This design comes from an exercise in tuning for small area on the open sky130 flow, not from production work.
Function was checked by simulation only, so behaviour that the tests miss may differ from the original.

## flow/design.v (module list and top-level ports; edited modules follow where they fit)
// module Rca: 14 lines
// module Csel: 12 lines
// module WordRing: 34 lines
// module CicDownSampler2: 74 lines
// module FIR_Kaiser_13Taps_LP_0d500: 41 lines
// module FIR_Kaiser_17Taps_LP_0d500: 42 lines
// module FIR_Kaiser_25Taps_LP_0d125: 56 lines
// module OrthDDS: 37 lines
// module ADPLL: 72 lines
// module QuarterSin0: 265 lines
// module QuarterSin1: 265 lines
module ADPLL #(
    parameter PW=32, DW=12, AW=10
)(
    input wire clk, rst,     
    input wire signed [DW-1:0] in,
    input wire signed [PW-1:0] base_freq,
    output logic signed [DW-1:0] sin, cos,
    output logic signed [PW-1:0] freq
);
  // ...
==> flow/run.sh <==
#!/bin/bash
# synth_recipe.tcl (not shown) runs the flow's synth.tcl, then flattens the netlist and writes it again
# the make line also repeats each setting of config.mk as NAME=value (left out here)
make -C /OpenROAD-flow-scripts/flow DESIGN_CONFIG=/design/flow/config.mk WORK_HOME=/design/flow/orfs CLKGATE_MAP_FILE= SYNTH_SCRIPT=/design/flow/synth_recipe.tcl finish
==> flow/config.mk <==
export PLATFORM = sky130hd
export DESIGN_NAME = ADPLL
export DESIGN_NICKNAME = ADPLL
export VERILOG_FILES = /design/flow/design.v
export SDC_FILE = /design/flow/constraint.sdc
export NUM_CORES = 4
export LEC_CHECK = 0
export CAP_MARGIN = 20
export CORE_MARGIN = 2
export CORE_UTILIZATION = 40
export SLEW_MARGIN = 20
export SYNTH_MEMORY_MAX_BITS = 16384
==> flow/constraint.sdc <==
create_clock -name core_clock -period 10.0 [get_ports {clk}]
set_input_delay 2.0000 -clock core_clock [delete_from_list [all_inputs] [get_ports {clk}]]
set_output_delay 2.0000 -clock core_clock [all_outputs]
set_load 0.01 [all_outputs]
==> results.txt, run 1 <==
run status finished with violations; reasons for failing layout checks negative setup slack; worst setup margin -1.859 ns; final setup violation count 49; worst hold margin 0.2773 ns; slew margin rel. 0.3383; Initial Util 0.4037; synthesized area per cell approximately 9.6 µm²; post-synthesis register bit count 964; largest cell class by area multi-input gates; Max Root-Sink Buffers 3; final core utilization 0.4689; post-synthesis instance total around 5700; share of synthesized area occupied by flip-flops and latches 0.3522; most frequent cells in the layout 946 x sky130_fd_sc_hd__dfxtp_1, 600 x sky130_fd_sc_hd__inv_1, 477 x sky130_fd_sc_hd__nand2_1, 441 x sky130_fd_sc_hd__ha_1, 366 x sky130_fd_sc_hd__nor2_1; total clock buffers created by CTS 99; most common cell after layout, fill and taps aside sky130_fd_sc_hd__dfxtp_1; Most used DFF post-synth sky130_fd_sc_hd__dfxtp_1; kind of capture point of the worst setup path flop; global routing met3 resource utilization 0.02501; library cell contributing the largest single delay on the critical path sky130_fd_sc_hd__fa_2; number of cells upsized or downsized after cts about 110; area of the die 0.1400 mm²; floorplan die height 374.2 µm; worst skew pair latency 0.75 ns; depth of the critical timing path with buffers and inverters included 44; via count of the first global-routing pass 39950; register-to-register path setup slack -1.86 ns; met1 usage 0.2650
==> module ADPLL, before the edit <==
module ADPLL #(
    parameter PW=32, DW=12, AW=10
)(
    input wire clk, rst,     
    input wire signed [DW-1:0] in,
    input wire signed [PW-1:0] base_freq,
    output logic signed [DW-1:0] sin, cos,
    output logic signed [PW-1:0] freq
);
    logic signed [DW-1:0] mix;
    always_ff@(posedge clk) begin
        mix <= ((2*DW)'(in) * -sin) >>> (DW-1);
    end
    logic [5:0] lo;
    logic [3:0] hi;
    logic c125, c62, init;
    wire strobe = (hi == 4'd9) && (lo == 6'd39);
    wire en_62k5 = strobe & c125 & c62;
    always_ff@(posedge clk) begin
        if(rst) begin
            lo <= '0; hi <= '0; c125 <= 1'b0; c62 <= 1'b0; init <= 1'b1;
        end
        else begin
            lo <= (lo == 6'd39) ? 6'd0 : lo + 1'b1;
            if(lo == 6'd39) hi <= (hi == 4'd9) ? 4'd0 : hi + 1'b1;
            if(strobe) begin
                c125 <= ~c125;
                if(c125) c62 <= ~c62;
                init <= 1'b0;
            end
        end
    end
    wire [10:0] cic_f, y1, y3, y3_prev;
    wire [8:0] y2;
    CicDownSampler2 cicDs(clk, rst, init, hi, lo, mix, cic_f);
    wire arm3 = !init && !c125 && !c62 && (hi == 4'd0) && (lo == 6'd1);
    wire arm2 = !init && !c125 && (hi == 4'd1) && (lo == 6'd20);
    wire arm1 = !init && (hi == 4'd2) && (lo == 6'd20);
    FIR_Kaiser_25Taps_LP_0d125 fir3(clk, init, arm3, y2, y3, y3_prev);
    FIR_Kaiser_17Taps_LP_0d500 fir2(clk, init, arm2, c62, y1, y2);
    FIR_Kaiser_13Taps_LP_0d500 fir1(clk, init, arm1, c125, cic_f, y1);
    logic signed [10:0] s;
    logic signed [32:0] x_acc;
    wire signed [24:0] xp_prod = s * 25'sd10737;
    wire signed [17:0] xi_prod = s * 18'sd69;
    wire signed [14:0] xp = xp_prod[24:10];
    wire signed [7:0] xi = xi_prod[17:10];
    wire signed [33:0] xi_sum;
    Csel #(34, 17) xadd(34'(x_acc), 34'(xi), 1'b0, xi_sum);
    always_ff@(posedge clk) begin
        if(rst) begin
            s <= '0;
            x_acc <= '0;
        end
        else if(en_62k5) begin
            s <= y3_prev;
            if(xi_sum > 34'sh080000000) x_acc <= 33'sh080000000;
            else if(xi_sum < -34'sh080000000) x_acc <= -33'sh080000000;
            else x_acc <= xi_sum[32:0];
        end
    end
    wire [31:0] fa = base_freq, fb = 32'(xp), fc = x_acc[31:0];
    wire [31:0] fs = fa ^ fb ^ fc;
    wire [31:0] fcy = (fa & fb) | (fa & fc) | (fb & fc);
    wire [31:0] freq_next;
    Csel #(32, 16) fadd(fs, {fcy[30:0], 1'b0}, 1'b0, freq_next);
    always_ff@(posedge clk) begin
        if(rst) freq <= base_freq;
        else freq <= freq_next;
    end
    OrthDDS theDds(clk, rst, freq, sin, cos);
endmodule
==> run 2: changes to the inputs <==
--- a/flow/design.v
+++ b/flow/design.v
@@ -321,6 +321,8 @@
 );
     logic signed [DW-1:0] mix;
+    wire [DW-1:0] mix_n;
+    MixMul mul(in, sin, mix_n);
     always_ff@(posedge clk) begin
-        mix <= ((2*DW)'(in) * -sin) >>> (DW-1);
+        mix <= mix_n;
     end
     logic [5:0] lo;
@@ -352,19 +354,21 @@
     FIR_Kaiser_17Taps_LP_0d500 fir2(clk, init, arm2, c62, y1, y2);
     FIR_Kaiser_13Taps_LP_0d500 fir1(clk, init, arm1, c125, cic_f, y1);
-    logic signed [10:0] s;
+    logic signed [14:0] xp;
+    logic signed [7:0] xi;
     logic signed [32:0] x_acc;
-    wire signed [24:0] xp_prod = s * 25'sd10737;
-    wire signed [17:0] xi_prod = s * 18'sd69;
-    wire signed [14:0] xp = xp_prod[24:10];
-    wire signed [7:0] xi = xi_prod[17:10];
+    wire signed [10:0] y3s = y3_prev;
+    wire signed [24:0] xp_prod = y3s * 25'sd10737;
+    wire signed [17:0] xi_prod = y3s * 18'sd69;
     wire signed [33:0] xi_sum;
     Csel #(34, 17) xadd(34'(x_acc), 34'(xi), 1'b0, xi_sum);
     always_ff@(posedge clk) begin
         if(rst) begin
-            s <= '0;
+            xp <= '0;
+            xi <= '0;
             x_acc <= '0;
         end
         else if(en_62k5) begin
-            s <= y3_prev;
+            xp <= xp_prod[24:10];
+            xi <= xi_prod[17:10];
             if(xi_sum > 34'sh080000000) x_acc <= 33'sh080000000;
             else if(xi_sum < -34'sh080000000) x_acc <= -33'sh080000000;
@@ -383,4 +387,280 @@
     OrthDDS theDds(clk, rst, freq, sin, cos);
 endmodule
+module MixMul(
+    input wire [11:0] a, b,
+    output wire [11:0] y
+);
+    wire t1 = (a[1] & ~b[10]) ^ (a[2] & ~b[9]);
+    wire t2 = (a[1] & ~b[10]) & (a[2] & ~b[9]);
+    wire t3 = (a[0] & ~b[8]) ^ (a[1] & ~b[7]);
+    wire t4 = (a[0] & ~b[8]) & (a[1] & ~b[7]);
+    wire t5 = (a[0] & ~b[9]) ^ (a[1] & ~b[8]) ^ (a[2] & ~b[7]);
+    wire t6 = ((a[0] & ~b[9]) & (a[1] & ~b[8])) | ((a[0] & ~b[9]) & (a[2] & ~b[7])) | ((a[1] & ~b[8]) & (a[2] & ~b[7]));
+    wire t7 = (a[3] & ~b[6]) ^ (a[4] & ~b[5]);
+    wire t8 = (a[3] & ~b[6]) & (a[4] & ~b[5]);
+    wire t9 = (a[0] & ~b[10]) ^ (a[1] & ~b[9]) ^ (a[2] & ~b[8]);
+    wire t10 = ((a[0] & ~b[10]) & (a[1] & ~b[9])) | ((a[0] & ~b[10]) & (a[2] & ~b[8])) | ((a[1] & ~b[9]) & (a[2] & ~b[8]));
+    wire t11 = (a[3] & ~b[7]) ^ (a[4] & ~b[6]) ^ (a[5] & ~b[5]);
+    wire t12 = ((a[3] & ~b[7]) & (a[4] & ~b[6])) | ((a[3] & ~b[7]) & (a[5] & ~b[5])) | ((a[4] & ~b[6]) & (a[5] & ~b[5]));
+    wire t13 = (a[6] & ~b[4]) ^ (a[7] & ~b[3]);
+    wire t14 = (a[6] & ~b[4]) & (a[7] & ~b[3]);
+    wire t15 = (a[3] & ~b[8]) ^ (a[4] & ~b[7]) ^ (a[5] & ~b[6]);
+    wire t16 = ((a[3] & ~b[8]) & (a[4] & ~b[7])) | ((a[3] & ~b[8]) & (a[5] & ~b[6])) | ((a[4] & ~b[7]) & (a[5] & ~b[6]));
+    wire t17 = (a[6] & ~b[5]) ^ (a[7] & ~b[4]) ^ (a[8] & ~b[3]);
+    wire t18 = ((a[6] & ~b[5]) & (a[7] & ~b[4])) | ((a[6] & ~b[5]) & (a[8] & ~b[3])) | ((a[7] & ~b[4]) & (a[8] & ~b[3]));
+    wire t19 = (a[9] & ~b[2]) ^ (a[10] & ~b[1]) ^ ~(a[11] & ~b[0]);
+    wire t20 = ((a[9] & ~b[2]) & (a[10] & ~b[1])) | ((a[9] & ~b[2]) & ~(a[11] & ~b[0])) | ((a[10] & ~b[1]) & ~(a[11] & ~b[0]));
+    wire t21 = ~(a[0] & ~b[11]) ^ ~a[11];
+    wire t22 = ~(a[0] & ~b[11]) & ~a[11];
+    wire t23 = (a[2] & ~b[10]) ^ (a[3] & ~b[9]) ^ (a[4] & ~b[8]);
+    wire t24 = ((a[2] & ~b[10]) & (a[3] & ~b[9])) | ((a[2] & ~b[10]) & (a[4] & ~b[8])) | ((a[3] & ~b[9]) & (a[4] & ~b[8]));
+    wire t25 = (a[5] & ~b[7]) ^ (a[6] & ~b[6]) ^ (a[7] & ~b[5]);
+    wire t26 = ((a[5] & ~b[7]) & (a[6] & ~b[6])) | ((a[5] & ~b[7]) & (a[7] & ~b[5])) | ((a[6] & ~b[6]) & (a[7] & ~b[5]));
+    wire t27 = (a[8] & ~b[4]) ^ (a[9] & ~b[3]) ^ (a[10] & ~b[2]);
+    wire t28 = ((a[8] & ~b[4]) & (a[9] & ~b[3])) | ((a[8] & ~b[4]) & (a[10] & ~b[2])) | ((a[9] & ~b[3]) & (a[10] & ~b[2]));
+    wire t29 = ~(a[11] & ~b[1]) ^ ~(a[1] & ~b[11]);
+    wire t30 = ~(a[11] & ~b[1]) & ~(a[1] & ~b[11]);
+    wire t31 = (a[3] & ~b[10]) ^ (a[4] & ~b[9]) ^ (a[5] & ~b[8]);
+    wire t32 = ((a[3] & ~b[10]) & (a[4] & ~b[9])) | ((a[3] & ~b[10]) & (a[5] & ~b[8])) | ((a[4] & ~b[9]) & (a[5] & ~b[8]));
+    wire t33 = (a[6] & ~b[7]) ^ (a[7] & ~b[6]) ^ (a[8] & ~b[5]);
+    wire t34 = ((a[6] & ~b[7]) & (a[7] & ~b[6])) | ((a[6] & ~b[7]) & (a[8] & ~b[5])) | ((a[7] & ~b[6]) & (a[8] & ~b[5]));
+    wire t35 = (a[9] & ~b[4]) ^ (a[10] & ~b[3]);
+    wire t36 = (a[9] & ~b[4]) & (a[10] & ~b[3]);
+    wire t37 = (a[4] & ~b[10]) ^ (a[5] & ~b[9]) ^ (a[6] & ~b[8]);
+    wire t38 = ((a[4] & ~b[10]) & (a[5] & ~b[9])) | ((a[4] & ~b[10]) & (a[6] & ~b[8])) | ((a[5] & ~b[9]) & (a[6] & ~b[8]));
+    wire t39 = (a[7] & ~b[7]) ^ (a[8] & ~b[6]);
+    wire t40 = (a[7] & ~b[7]) & (a[8] & ~b[6]);
+    wire t41 = (a[5] & ~b[10]) ^ (a[6] & ~b[9]);
+    wire t42 = (a[5] & ~b[10]) & (a[6] & ~b[9]);
+    wire t43 = (a[0] & ~b[5]) ^ (a[1] & ~b[4]);
+    wire t44 = (a[0] & ~b[5]) & (a[1] & ~b[4]);
+    wire t45 = (a[0] & ~b[6]) ^ (a[1] & ~b[5]) ^ (a[2] & ~b[4]);
+    wire t46 = ((a[0] & ~b[6]) & (a[1] & ~b[5])) | ((a[0] & ~b[6]) & (a[2] & ~b[4])) | ((a[1] & ~b[5]) & (a[2] & ~b[4]));
+    wire t47 = (a[3] & ~b[3]) ^ (a[4] & ~b[2]);
+    wire t48 = (a[3] & ~b[3]) & (a[4] & ~b[2]);
+    wire t49 = (a[0] & ~b[7]) ^ (a[1] & ~b[6]) ^ (a[2] & ~b[5]);
+    wire t50 = ((a[0] & ~b[7]) & (a[1] & ~b[6])) | ((a[0] & ~b[7]) & (a[2] & ~b[5])) | ((a[1] & ~b[6]) & (a[2] & ~b[5]));
+    wire t51 = (a[3] & ~b[4]) ^ (a[4] & ~b[3]) ^ (a[5] & ~b[2]);
+    wire t52 = ((a[3] & ~b[4]) & (a[4] & ~b[3])) | ((a[3] & ~b[4]) & (a[5] & ~b[2])) | ((a[4] & ~b[3]) & (a[5] & ~b[2]));
+    wire t53 = (a[6] & ~b[1]) ^ (a[7] & ~b[0]);
+    wire t54 = (a[6] & ~b[1]) & (a[7] & ~b[0]);
+    wire t55 = (a[2] & ~b[6]) ^ (a[3] & ~b[5]) ^ (a[4] & ~b[4]);
+    wire t56 = ((a[2] & ~b[6]) & (a[3] & ~b[5])) | ((a[2] & ~b[6]) & (a[4] & ~b[4])) | ((a[3] & ~b[5]) & (a[4] & ~b[4]));
+    wire t57 = (a[5] & ~b[3]) ^ (a[6] & ~b[2]) ^ (a[7] & ~b[1]);
+    wire t58 = ((a[5] & ~b[3]) & (a[6] & ~b[2])) | ((a[5] & ~b[3]) & (a[7] & ~b[1])) | ((a[6] & ~b[2]) & (a[7] & ~b[1]));
+    wire t59 = (a[8] & ~b[0]) ^ a[8] ^ t3;
+    wire t60 = ((a[8] & ~b[0]) & a[8]) | ((a[8] & ~b[0]) & t3) | (a[8] & t3);
+    wire t61 = (a[5] & ~b[4]) ^ (a[6] & ~b[3]) ^ (a[7] & ~b[2]);
+    wire t62 = ((a[5] & ~b[4]) & (a[6] & ~b[3])) | ((a[5] & ~b[4]) & (a[7] & ~b[2])) | ((a[6] & ~b[3]) & (a[7] & ~b[2]));
+    wire t63 = (a[8] & ~b[1]) ^ (a[9] & ~b[0]) ^ a[9];
+    wire t64 = ((a[8] & ~b[1]) & (a[9] & ~b[0])) | ((a[8] & ~b[1]) & a[9]) | ((a[9] & ~b[0]) & a[9]);
+    wire t65 = t4 ^ t5 ^ t7;
+    wire t66 = (t4 & t5) | (t4 & t7) | (t5 & t7);
+    wire t67 = (a[8] & ~b[2]) ^ (a[9] & ~b[1]) ^ (a[10] & ~b[0]);
+    wire t68 = ((a[8] & ~b[2]) & (a[9] & ~b[1])) | ((a[8] & ~b[2]) & (a[10] & ~b[0])) | ((a[9] & ~b[1]) & (a[10] & ~b[0]));
+    wire t69 = a[10] ^ t6 ^ t8;
+    wire t70 = (a[10] & t6) | (a[10] & t8) | (t6 & t8);
+    wire t71 = t9 ^ t11 ^ t13;
+    wire t72 = (t9 & t11) | (t9 & t13) | (t11 & t13);
+    wire t73 = 1'b1 ^ t1 ^ t10;
+    wire t74 = (1'b1 & t1) | (1'b1 & t10) | (t1 & t10);
+    wire t75 = t12 ^ t14 ^ t15;
+    wire t76 = (t12 & t14) | (t12 & t15) | (t14 & t15);
+    wire t77 = t17 ^ t19 ^ t21;
+    wire t78 = (t17 & t19) | (t17 & t21) | (t19 & t21);
+    wire t79 = t2 ^ t16 ^ t18;
+    wire t80 = (t2 & t16) | (t2 & t18) | (t16 & t18);
+    wire t81 = t20 ^ t22 ^ t23;
+    wire t82 = (t20 & t22) | (t20 & t23) | (t22 & t23);
+    wire t83 = t25 ^ t27 ^ t29;
+    wire t84 = (t25 & t27) | (t25 & t29) | (t27 & t29);
+    wire t85 = ~(a[11] & ~b[2]) ^ ~(a[2] & ~b[11]) ^ t24;
+    wire t86 = (~(a[11] & ~b[2]) & ~(a[2] & ~b[11])) | (~(a[11] & ~b[2]) & t24) | (~(a[2] & ~b[11]) & t24);
+    wire t87 = t26 ^ t28 ^ t30;
+    wire t88 = (t26 & t28) | (t26 & t30) | (t28 & t30);
+    wire t89 = t31 ^ t33 ^ t35;
+    wire t90 = (t31 & t33) | (t31 & t35) | (t33 & t35);
+    wire t91 = (a[9] & ~b[5]) ^ (a[10] & ~b[4]) ^ ~(a[11] & ~b[3]);
+    wire t92 = ((a[9] & ~b[5]) & (a[10] & ~b[4])) | ((a[9] & ~b[5]) & ~(a[11] & ~b[3])) | ((a[10] & ~b[4]) & ~(a[11] & ~b[3]));
+    wire t93 = ~(a[3] & ~b[11]) ^ t32 ^ t34;
+    wire t94 = (~(a[3] & ~b[11]) & t32) | (~(a[3] & ~b[11]) & t34) | (t32 & t34);
+    wire t95 = t36 ^ t37 ^ t39;
+    wire t96 = (t36 & t37) | (t36 & t39) | (t37 & t39);
+    wire t97 = (a[7] & ~b[8]) ^ (a[8] & ~b[7]) ^ (a[9] & ~b[6]);
+    wire t98 = ((a[7] & ~b[8]) & (a[8] & ~b[7])) | ((a[7] & ~b[8]) & (a[9] & ~b[6])) | ((a[8] & ~b[7]) & (a[9] & ~b[6]));
+    wire t99 = (a[10] & ~b[5]) ^ ~(a[11] & ~b[4]) ^ ~(a[4] & ~b[11]);
+    wire t100 = ((a[10] & ~b[5]) & ~(a[11] & ~b[4])) | ((a[10] & ~b[5]) & ~(a[4] & ~b[11])) | (~(a[11] & ~b[4]) & ~(a[4] & ~b[11]));
+    wire t101 = t38 ^ t40 ^ t41;
+    wire t102 = (t38 & t40) | (t38 & t41) | (t40 & t41);
+    wire t103 = (a[6] & ~b[10]) ^ (a[7] & ~b[9]) ^ (a[8] & ~b[8]);
+    wire t104 = ((a[6] & ~b[10]) & (a[7] & ~b[9])) | ((a[6] & ~b[10]) & (a[8] & ~b[8])) | ((a[7] & ~b[9]) & (a[8] & ~b[8]));
+    wire t105 = (a[9] & ~b[7]) ^ (a[10] & ~b[6]) ^ ~(a[11] & ~b[5]);
+    wire t106 = ((a[9] & ~b[7]) & (a[10] & ~b[6])) | ((a[9] & ~b[7]) & ~(a[11] & ~b[5])) | ((a[10] & ~b[6]) & ~(a[11] & ~b[5]));
+    wire t107 = ~(a[5] & ~b[11]) ^ t42;
+    wire t108 = ~(a[5] & ~b[11]) & t42;
+    wire t109 = (a[7] & ~b[10]) ^ (a[8] & ~b[9]) ^ (a[9] & ~b[8]);
+    wire t110 = ((a[7] & ~b[10]) & (a[8] & ~b[9])) | ((a[7] & ~b[10]) & (a[9] & ~b[8])) | ((a[8] & ~b[9]) & (a[9] & ~b[8]));
+    wire t111 = (a[10] & ~b[7]) ^ ~(a[11] & ~b[6]);
+    wire t112 = (a[10] & ~b[7]) & ~(a[11] & ~b[6]);
+    wire t113 = (a[8] & ~b[10]) ^ (a[9] & ~b[9]);
+    wire t114 = (a[8] & ~b[10]) & (a[9] & ~b[9]);
+    wire t115 = (a[0] & ~b[3]) ^ (a[1] & ~b[2]);
+    wire t116 = (a[0] & ~b[3]) & (a[1] & ~b[2]);
+    wire t117 = (a[0] & ~b[4]) ^ (a[1] & ~b[3]) ^ (a[2] & ~b[2]);
+    wire t118 = ((a[0] & ~b[4]) & (a[1] & ~b[3])) | ((a[0] & ~b[4]) & (a[2] & ~b[2])) | ((a[1] & ~b[3]) & (a[2] & ~b[2]));
+    wire t119 = (a[3] & ~b[1]) ^ (a[4] & ~b[0]);
+    wire t120 = (a[3] & ~b[1]) & (a[4] & ~b[0]);
+    wire t121 = (a[2] & ~b[3]) ^ (a[3] & ~b[2]) ^ (a[4] & ~b[1]);
+    wire t122 = ((a[2] & ~b[3]) & (a[3] & ~b[2])) | ((a[2] & ~b[3]) & (a[4] & ~b[1])) | ((a[3] & ~b[2]) & (a[4] & ~b[1]));
+    wire t123 = (a[5] & ~b[0]) ^ a[5] ^ t43;
+    wire t124 = ((a[5] & ~b[0]) & a[5]) | ((a[5] & ~b[0]) & t43) | (a[5] & t43);
+    wire t125 = (a[5] & ~b[1]) ^ (a[6] & ~b[0]) ^ a[6];
+    wire t126 = ((a[5] & ~b[1]) & (a[6] & ~b[0])) | ((a[5] & ~b[1]) & a[6]) | ((a[6] & ~b[0]) & a[6]);
+    wire t127 = t44 ^ t45 ^ t47;
+    wire t128 = (t44 & t45) | (t44 & t47) | (t45 & t47);
+    wire t129 = a[7] ^ t46 ^ t48;
+    wire t130 = (a[7] & t46) | (a[7] & t48) | (t46 & t48);
+    wire t131 = t49 ^ t51 ^ t53;
+    wire t132 = (t49 & t51) | (t49 & t53) | (t51 & t53);
+    wire t133 = t50 ^ t52 ^ t54;
+    wire t134 = (t50 & t52) | (t50 & t54) | (t52 & t54);
+    wire t135 = t55 ^ t57 ^ t59;
+    wire t136 = (t55 & t57) | (t55 & t59) | (t57 & t59);
+    wire t137 = t56 ^ t58 ^ t60;
+    wire t138 = (t56 & t58) | (t56 & t60) | (t58 & t60);
+    wire t139 = t61 ^ t63 ^ t65;
+    wire t140 = (t61 & t63) | (t61 & t65) | (t63 & t65);
+    wire t141 = t62 ^ t64 ^ t66;
+    wire t142 = (t62 & t64) | (t62 & t66) | (t64 & t66);
+    wire t143 = t67 ^ t69 ^ t71;
+    wire t144 = (t67 & t69) | (t67 & t71) | (t69 & t71);
+    wire t145 = t68 ^ t70 ^ t72;
+    wire t146 = (t68 & t70) | (t68 & t72) | (t70 & t72);
+    wire t147 = t73 ^ t75 ^ t77;
+    wire t148 = (t73 & t75) | (t73 & t77) | (t75 & t77);
+    wire t149 = t74 ^ t76 ^ t78;
+    wire t150 = (t74 & t76) | (t74 & t78) | (t76 & t78);
+    wire t151 = t79 ^ t81 ^ t83;
+    wire t152 = (t79 & t81) | (t79 & t83) | (t81 & t83);
+    wire t153 = t80 ^ t82 ^ t84;
+    wire t154 = (t80 & t82) | (t80 & t84) | (t82 & t84);
+    wire t155 = t85 ^ t87 ^ t89;
+    wire t156 = (t85 & t87) | (t85 & t89) | (t87 & t89);
+    wire t157 = t86 ^ t88 ^ t90;
+    wire t158 = (t86 & t88) | (t86 & t90) | (t88 & t90);
+    wire t159 = t91 ^ t93 ^ t95;
+    wire t160 = (t91 & t93) | (t91 & t95) | (t93 & t95);
+    wire t161 = t92 ^ t94 ^ t96;
+    wire t162 = (t92 & t94) | (t92 & t96) | (t94 & t96);
+    wire t163 = t97 ^ t99 ^ t101;
+    wire t164 = (t97 & t99) | (t97 & t101) | (t99 & t101);
+    wire t165 = t98 ^ t100 ^ t102;
+    wire t166 = (t98 & t100) | (t98 & t102) | (t100 & t102);
+    wire t167 = t103 ^ t105 ^ t107;
+    wire t168 = (t103 & t105) | (t103 & t107) | (t105 & t107);
+    wire t169 = ~(a[6] & ~b[11]) ^ t104 ^ t106;
+    wire t170 = (~(a[6] & ~b[11]) & t104) | (~(a[6] & ~b[11]) & t106) | (t104 & t106);
+    wire t171 = t108 ^ t109 ^ t111;
+    wire t172 = (t108 & t109) | (t108 & t111) | (t109 & t111);
+    wire t173 = (a[10] & ~b[8]) ^ ~(a[11] & ~b[7]) ^ ~(a[7] & ~b[11]);
+    wire t174 = ((a[10] & ~b[8]) & ~(a[11] & ~b[7])) | ((a[10] & ~b[8]) & ~(a[7] & ~b[11])) | (~(a[11] & ~b[7]) & ~(a[7] & ~b[11]));
+    wire t175 = t110 ^ t112 ^ t113;
+    wire t176 = (t110 & t112) | (t110 & t113) | (t112 & t113);
+    wire t177 = (a[9] & ~b[10]) ^ (a[10] & ~b[9]) ^ ~(a[11] & ~b[8]);
+    wire t178 = ((a[9] & ~b[10]) & (a[10] & ~b[9])) | ((a[9] & ~b[10]) & ~(a[11] & ~b[8])) | ((a[10] & ~b[9]) & ~(a[11] & ~b[8]));
+    wire t179 = ~(a[8] & ~b[11]) ^ t114;
+    wire t180 = ~(a[8] & ~b[11]) & t114;
+    wire t181 = (a[10] & ~b[10]) ^ ~(a[11] & ~b[9]);
+    wire t182 = (a[10] & ~b[10]) & ~(a[11] & ~b[9]);
+    wire t183 = (a[0] & ~b[2]) ^ (a[1] & ~b[1]);
+    wire t184 = (a[0] & ~b[2]) & (a[1] & ~b[1]);
+    wire t185 = (a[2] & ~b[1]) ^ (a[3] & ~b[0]) ^ a[3];
+    wire t186 = ((a[2] & ~b[1]) & (a[3] & ~b[0])) | ((a[2] & ~b[1]) & a[3]) | ((a[3] & ~b[0]) & a[3]);
+    wire t187 = a[4] ^ t116 ^ t117;
+    wire t188 = (a[4] & t116) | (a[4] & t117) | (t116 & t117);
+    wire t189 = t118 ^ t120 ^ t121;
+    wire t190 = (t118 & t120) | (t118 & t121) | (t120 & t121);
+    wire t191 = t122 ^ t124 ^ t125;
+    wire t192 = (t122 & t124) | (t122 & t125) | (t124 & t125);
+    wire t193 = t126 ^ t128 ^ t129;
+    wire t194 = (t126 & t128) | (t126 & t129) | (t128 & t129);
+    wire t195 = t130 ^ t132 ^ t133;
+    wire t196 = (t130 & t132) | (t130 & t133) | (t132 & t133);
+    wire t197 = t134 ^ t136 ^ t137;
+    wire t198 = (t134 & t136) | (t134 & t137) | (t136 & t137);
+    wire t199 = t138 ^ t140 ^ t141;
+    wire t200 = (t138 & t140) | (t138 & t141) | (t140 & t141);
+    wire t201 = t142 ^ t144 ^ t145;
+    wire t202 = (t142 & t144) | (t142 & t145) | (t144 & t145);
+    wire t203 = t146 ^ t148 ^ t149;
+    wire t204 = (t146 & t148) | (t146 & t149) | (t148 & t149);
+    wire t205 = t150 ^ t152 ^ t153;
+    wire t206 = (t150 & t152) | (t150 & t153) | (t152 & t153);
+    wire t207 = t154 ^ t156 ^ t157;
+    wire t208 = (t154 & t156) | (t154 & t157) | (t156 & t157);
+    wire t209 = t158 ^ t160 ^ t161;
+    wire t210 = (t158 & t160) | (t158 & t161) | (t160 & t161);
+    wire t211 = t162 ^ t164 ^ t165;
+    wire t212 = (t162 & t164) | (t162 & t165) | (t164 & t165);
+    wire t213 = t166 ^ t168 ^ t169;
+    wire t214 = (t166 & t168) | (t166 & t169) | (t168 & t169);
+    wire t215 = t170 ^ t172 ^ t173;
+    wire t216 = (t170 & t172) | (t170 & t173) | (t172 & t173);
+    wire t217 = t174 ^ t176 ^ t177;
+    wire t218 = (t174 & t176) | (t174 & t177) | (t176 & t177);
+    wire t219 = ~(a[9] & ~b[11]) ^ t178 ^ t180;
+    wire t220 = (~(a[9] & ~b[11]) & t178) | (~(a[9] & ~b[11]) & t180) | (t178 & t180);
+    wire t221 = ~(a[11] & ~b[10]) ^ ~(a[10] & ~b[11]);
+    wire t222 = ~(a[11] & ~b[10]) & ~(a[10] & ~b[11]);
+    wire t223 = (a[0] & ~b[1]) ^ (a[1] & ~b[0]);
+    wire t224 = (a[0] & ~b[1]) & (a[1] & ~b[0]);
+    wire t225 = (a[2] & ~b[0]) ^ a[2] ^ t183;
+    wire t226 = ((a[2] & ~b[0]) & a[2]) | ((a[2] & ~b[0]) & t183) | (a[2] & t183);
+    wire t227 = t115 ^ t184 ^ t185;
+    wire t228 = (t115 & t184) | (t115 & t185) | (t184 & t185);
+    wire t229 = t119 ^ t186 ^ t187;
+    wire t230 = (t119 & t186) | (t119 & t187) | (t186 & t187);
+    wire t231 = t123 ^ t188 ^ t189;
+    wire t232 = (t123 & t188) | (t123 & t189) | (t188 & t189);
+    wire t233 = t127 ^ t190 ^ t191;
+    wire t234 = (t127 & t190) | (t127 & t191) | (t190 & t191);
+    wire t235 = t131 ^ t192 ^ t193;
+    wire t236 = (t131 & t192) | (t131 & t193) | (t192 & t193);
+    wire t237 = t135 ^ t194 ^ t195;
+    wire t238 = (t135 & t194) | (t135 & t195) | (t194 & t195);
+    wire t239 = t139 ^ t196 ^ t197;
+    wire t240 = (t139 & t196) | (t139 & t197) | (t196 & t197);
+    wire t241 = t143 ^ t198 ^ t199;
+    wire t242 = (t143 & t198) | (t143 & t199) | (t198 & t199);
+    wire t243 = t147 ^ t200 ^ t201;
+    wire t244 = (t147 & t200) | (t147 & t201) | (t200 & t201);
+    wire t245 = t151 ^ t202 ^ t203;
+    wire t246 = (t151 & t202) | (t151 & t203) | (t202 & t203);
+    wire t247 = t155 ^ t204 ^ t205;
+    wire t248 = (t155 & t204) | (t155 & t205) | (t204 & t205);
+    wire t249 = t159 ^ t206 ^ t207;
+    wire t250 = (t159 & t206) | (t159 & t207) | (t206 & t207);
+    wire t251 = t163 ^ t208 ^ t209;
+    wire t252 = (t163 & t208) | (t163 & t209) | (t208 & t209);
+    wire t253 = t167 ^ t210 ^ t211;
+    wire t254 = (t167 & t210) | (t167 & t211) | (t210 & t211);
+    wire t255 = t171 ^ t212 ^ t213;
+    wire t256 = (t171 & t212) | (t171 & t213) | (t212 & t213);
+    wire t257 = t175 ^ t214 ^ t215;
+    wire t258 = (t175 & t214) | (t175 & t215) | (t214 & t215);
+    wire t259 = t179 ^ t216 ^ t217;
+    wire t260 = (t179 & t216) | (t179 & t217) | (t216 & t217);
+    wire t261 = t181 ^ t218 ^ t219;
+    wire t262 = (t181 & t218) | (t181 & t219) | (t218 & t219);
+    wire t263 = t182 ^ t220 ^ t221;
+    wire t264 = (t182 & t220) | (t182 & t221) | (t220 & t221);
+    wire t265 = (a[11] & ~b[11]) ^ t222;
+    wire t266 = (a[11] & ~b[11]) & t222;
+    wire [22:0] ra = {t264, t262, t260, t258, t256, t254, t252, t250, t248, t246, t244, t242, t240, t238, t236, t234, t232, t230, t228, t226, t224, a[1], (a[0] & ~b[0])};
+    wire [22:0] rb = {t265, t263, t261, t259, t257, t255, t253, t251, t249, t247, t245, t243, t241, t239, t237, t235, t233, t231, t229, t227, t225, t223, a[0]};
+    wire [22:0] sum;
+    Csel #(23, 12) fin(ra, rb, 1'b0, sum);
+    assign y = sum[22:11];
+endmodule
 module QuarterSin0(
     input wire [7:0] a,
==> results.txt, run 2 <==
first-pass GRT wire length 199.1 mm; Initial Util 0.4034 (about the same); Largest Register fir3.ring.r; top cell type's share of synthesized area 0.3676; maximum fanout encountered on the critical timing path 2; worst skew pair latency 0.70 ns (-0.05 ns); min cycle time layout just under 10 ns; number of core rows approximately 130; Clk pin slew, worst setup/hold paths about 0.060 ns; via count of the first global-routing pass 36580 (-8.4%); post-synthesis register bit count 976 (+1.2%); cell type with the highest occurrence count on the critical path sky130_fd_sc_hd__fa_2; post-synthesis instance total 5337 (-6.1%); Iteration-0 DRC Markers 2705; detail-routed via count per cell 5.119; worst hold margin 0.3034 ns (+0.02605 ns); critical path required time 10.58 ns; post-route clock skew 0.03318 ns; Worst Tran Pin Value 1.118 ns; critical path class in -> reg; post-DP HPWL 88.18 mm; most common cell after layout, fill and taps aside sky130_fd_sc_hd__dfxtp_1; max-cap violations 0; path category of the worst min-delay check reg -> reg; total clock buffers created by CTS 99 (unchanged); slew margin rel. 0.2548 (-0.08355); depth of the worst hold-timing path 0; TritonCTS clock tree built; flip-flop count of the largest register after layout approximately 250; Final Hold Violating Endpoints 0; area added between synthesis and finish 12.29%; Pins Over Slew Limit 0; DRC violations left 0; total placed instance area 0.05607 mm²; CTS root buffer sky130_fd_sc_hd__clkbuf_16; most frequent cells in the layout 971 x sky130_fd_sc_hd__dfxtp_1, 452 x sky130_fd_sc_hd__inv_1, 445 x sky130_fd_sc_hd__ha_1, 409 x sky130_fd_sc_hd__nor2_1, 337 x sky130_fd_sc_hd__nand2_1; kind of capture point of the worst setup path flop; kind of launch point of the worst setup path primary input; DR WL/cell 16.79 µm; Most used DFF post-synth sky130_fd_sc_hd__dfxtp_1; maximum number of pins on one net before global-route repair roughly 110; number of port buffers around 100; fraction of final layout cells sized beyond drive strength 1 0.09542; number of routed nets with antenna violations 0; number of primary I/O pins just over 100; post-synthesis cell type count 115; library cell contributing the largest single delay on the critical path sky130_fd_sc_hd__fa_2; achievable clock frequency 0.1032 GHz; endpoint of the lowest-slack register-to-register path x_acc[4]; number of enable-type register cells in the synthesized netlist 1; Max Root-Sink Buffers 3 (unchanged); final worst-path cycle share 0.9689; final setup violation count 0 (-100%); launch instance of the worst min-delay path fir3.ring.r[21][7]; overall routing resource usage 0.1804; Yosys Warn Count 14; register-to-register path setup slack 0.40 ns (+2.26 ns); CTS Hold Buffers Added 0; Total Nets Final 6285; via total after detailed routing roughly 37000; biggest area consumer among synthesized cells sky130_fd_sc_hd__dfxtp_1; floorplan die height 368.3 µm (-1.6%); total gr overflow 0; number of antenna violations at the first check in global routing 0; worst min-delay path endpoint fir3.ring.r[20][7]; share of flip-flops with an asynchronous set or reset 0; die extent in x 368.3 µm; GP Congestion 0.9248; r2r startpoint x_acc[0]; area of the die 0.1357 mm² (-3.1%); CTS H-Tree Depth 3; arrival time at the worst endpoint 10.27 ns; share of synthesized area occupied by flip-flops and latches 0.3682 (+0.01598); final design instance area without fill ~0.060 mm²; total length of routed wires 121.5 mm; # clock sinks 976; count leader, synth sky130_fd_sc_hd__dfxtp_1; count of TritonRoute iterations in the first routing pass 8; Register-to-Register Path Depth 31; registers with the most flip-flops fir3.ring.r: 253 flops, fir2.ring.r: 96 flops, fir1.ring.r: 72 flops; Post-Syn Area about 0.053 mm²; run status finished clean; final total negative setup slack 0 ns; most area-consuming cells after synthesis sky130_fd_sc_hd__dfxtp_1 37%, sky130_fd_sc_hd__fa_1 15%, sky130_fd_sc_hd__ha_1 11%, sky130_fd_sc_hd__inv_1 3.2%, sky130_fd_sc_hd__nor2_1 2.9%; critical path's largest stage delay approximately 0.42 ns; Core Region 0.1316 mm²; synthesized net count slightly above 6000; Commonest cells post-synth 975 x sky130_fd_sc_hd__dfxtp_1, 454 x sky130_fd_sc_hd__inv_1, 446 x sky130_fd_sc_hd__ha_1; synthesized area per cell 9.949 µm² (+3.1%)
## run 2: changes by cell type in the layout (fill, tap and decap cells not counted), moves of 34 or more
cell,change
sky130_fd_sc_hd__and2_1,-49
sky130_fd_sc_hd__buf_4,-96
sky130_fd_sc_hd__fa_1,-38
sky130_fd_sc_hd__inv_1,-148
sky130_fd_sc_hd__nand2_1,-140
sky130_fd_sc_hd__nand2b_1,+34
sky130_fd_sc_hd__nor2_1,+43
sky130_fd_sc_hd__nor2b_1,+87
sky130_fd_sc_hd__o21ai_0,+36
## run 2: area by class of cell
| class | count | area [µm²] |
|---|---|---|
| Tap cell | 1755 | 2196 |
| Clock inverter | 40 | 417.9 |
| Multi-Input combinational cell | 3653 | 31020 |
| Antenna cell | 1 | 2.502 |
| Sequential cell | 976 | 19560 |
| Fill cell | 12470 | 72000 |
| Timing Repair Buffer | 210 | 1852 |
| Clock buffer | 138 | 2844 |
| Inverter | 464 | 1742 |
## run 2: how the worst max path moves through the flow
stage / cells after the start / startpoint / slack, ns / end
floorplan: 31 / cicDs.i1[0] / -0.07 / cicDs.i1[37]
global placement: 32 / base_freq[1] / -0.92 / freq[31]
detailed placement: 32 / base_freq[1] / -0.93 / freq[31]
CTS: 32 / cicDs.i1[0] / 0.01 / cicDs.i1[37]
global route: 33 / cicDs.i2[0] / -0.02 / cicDs.i2[37]
finish: 34 / base_freq[0] / 0.31 / freq[31]
## run 2: cells by family after synthesis
| group | Yosys count | synth area share |
|---|---|---|
| simple gates | 1398 | 0.1287 |
| compound gates | 1040 | 0.1274 |
| flops | 976 | 0.3682 |
| fa+ha+maj | 835 | 0.2517 |
| buf+inv | 708 | 0.05478 |
| xor+xnor | 255 | 0.04206 |
| mux | 125 | 0.02719 |
## run 2: timing repair
| item | 4_1_cts | 5_1_grt |
|---|---|---|
| pin swaps | 36 | 61 |
| setup endpoints to repair | 43 | 42 |
| buffers inserted | 5 | 9 |
| resized for setup | 32 | 31 |
## run 2: worst max-delay path, delay by kind of cell
family,cells,cell delay (ns)
AO/OA/AOI/OAI,7,1.39
adder cells (fa/ha/maj),17,5.53
buffers and inverters,5,0.63
AND/OR/NAND/NOR,2,0.16
XOR/XNOR,3,0.51
## run 2: per-layer routing
| metal | vias up | global-route usage | wire length, µm |
|---|---|---|---|
| li1 | 18080 | - | - |
| met1 | 17840 | 0.2580 | 57890 |
| met2 | 944 | 0.2823 | 53960 |
| met3 | 175 | 0.02850 | 6694 |
| met4 | 0 | 0.04819 | 2997 |
| met5 | - | 0 | 0 |
## run 2: stage by stage
step | utilization | setup WS (ns) | instances
after global placement | 0.4259 | -0.9226 | 7044
after detailed placement | 0.4259 | -0.9343 | 7044
after floorplan | - | -0.07394 | 5337
after global routing | 0.4530 | -0.02254 | 7236
final | 0.4530 | 0.3109 | 7237
after CTS | 0.4517 | 0.01440 | 7227

## static timing again, ports no longer ideal
The results above use ideal ports. As a check the final layouts listed here were re-extracted and re-timed, cells and wires unchanged.
Step 1, drivers: a clkbuf_16 drives clk and a buf_2 each remaining input, both assumed.
Step 2 also shifts input and output timing later by t, the mid clock arrival at the registers, as if the neighbouring blocks saw the same clock.
a / b / c = no drivers / after step 1 / after step 2; a / b = the first two.
run	t, ns	slack for setup (ns)	worst hold slack (ns)	worst setup path after step 2
run 1	0.793	-1.859 / -1.859 / -1.859	0.277 / 0.277 / 0.277	register to register
run 2	0.745	0.311 / 0.354 / -0.391	0.303 / 0.303 / 0.303	input to register
Met with ideal ports but missed after step 2: setup timing in run 2. The setup slack of run 2, which loses most, moves by +0.043 ns with the drivers and by -0.702 ns with both steps.
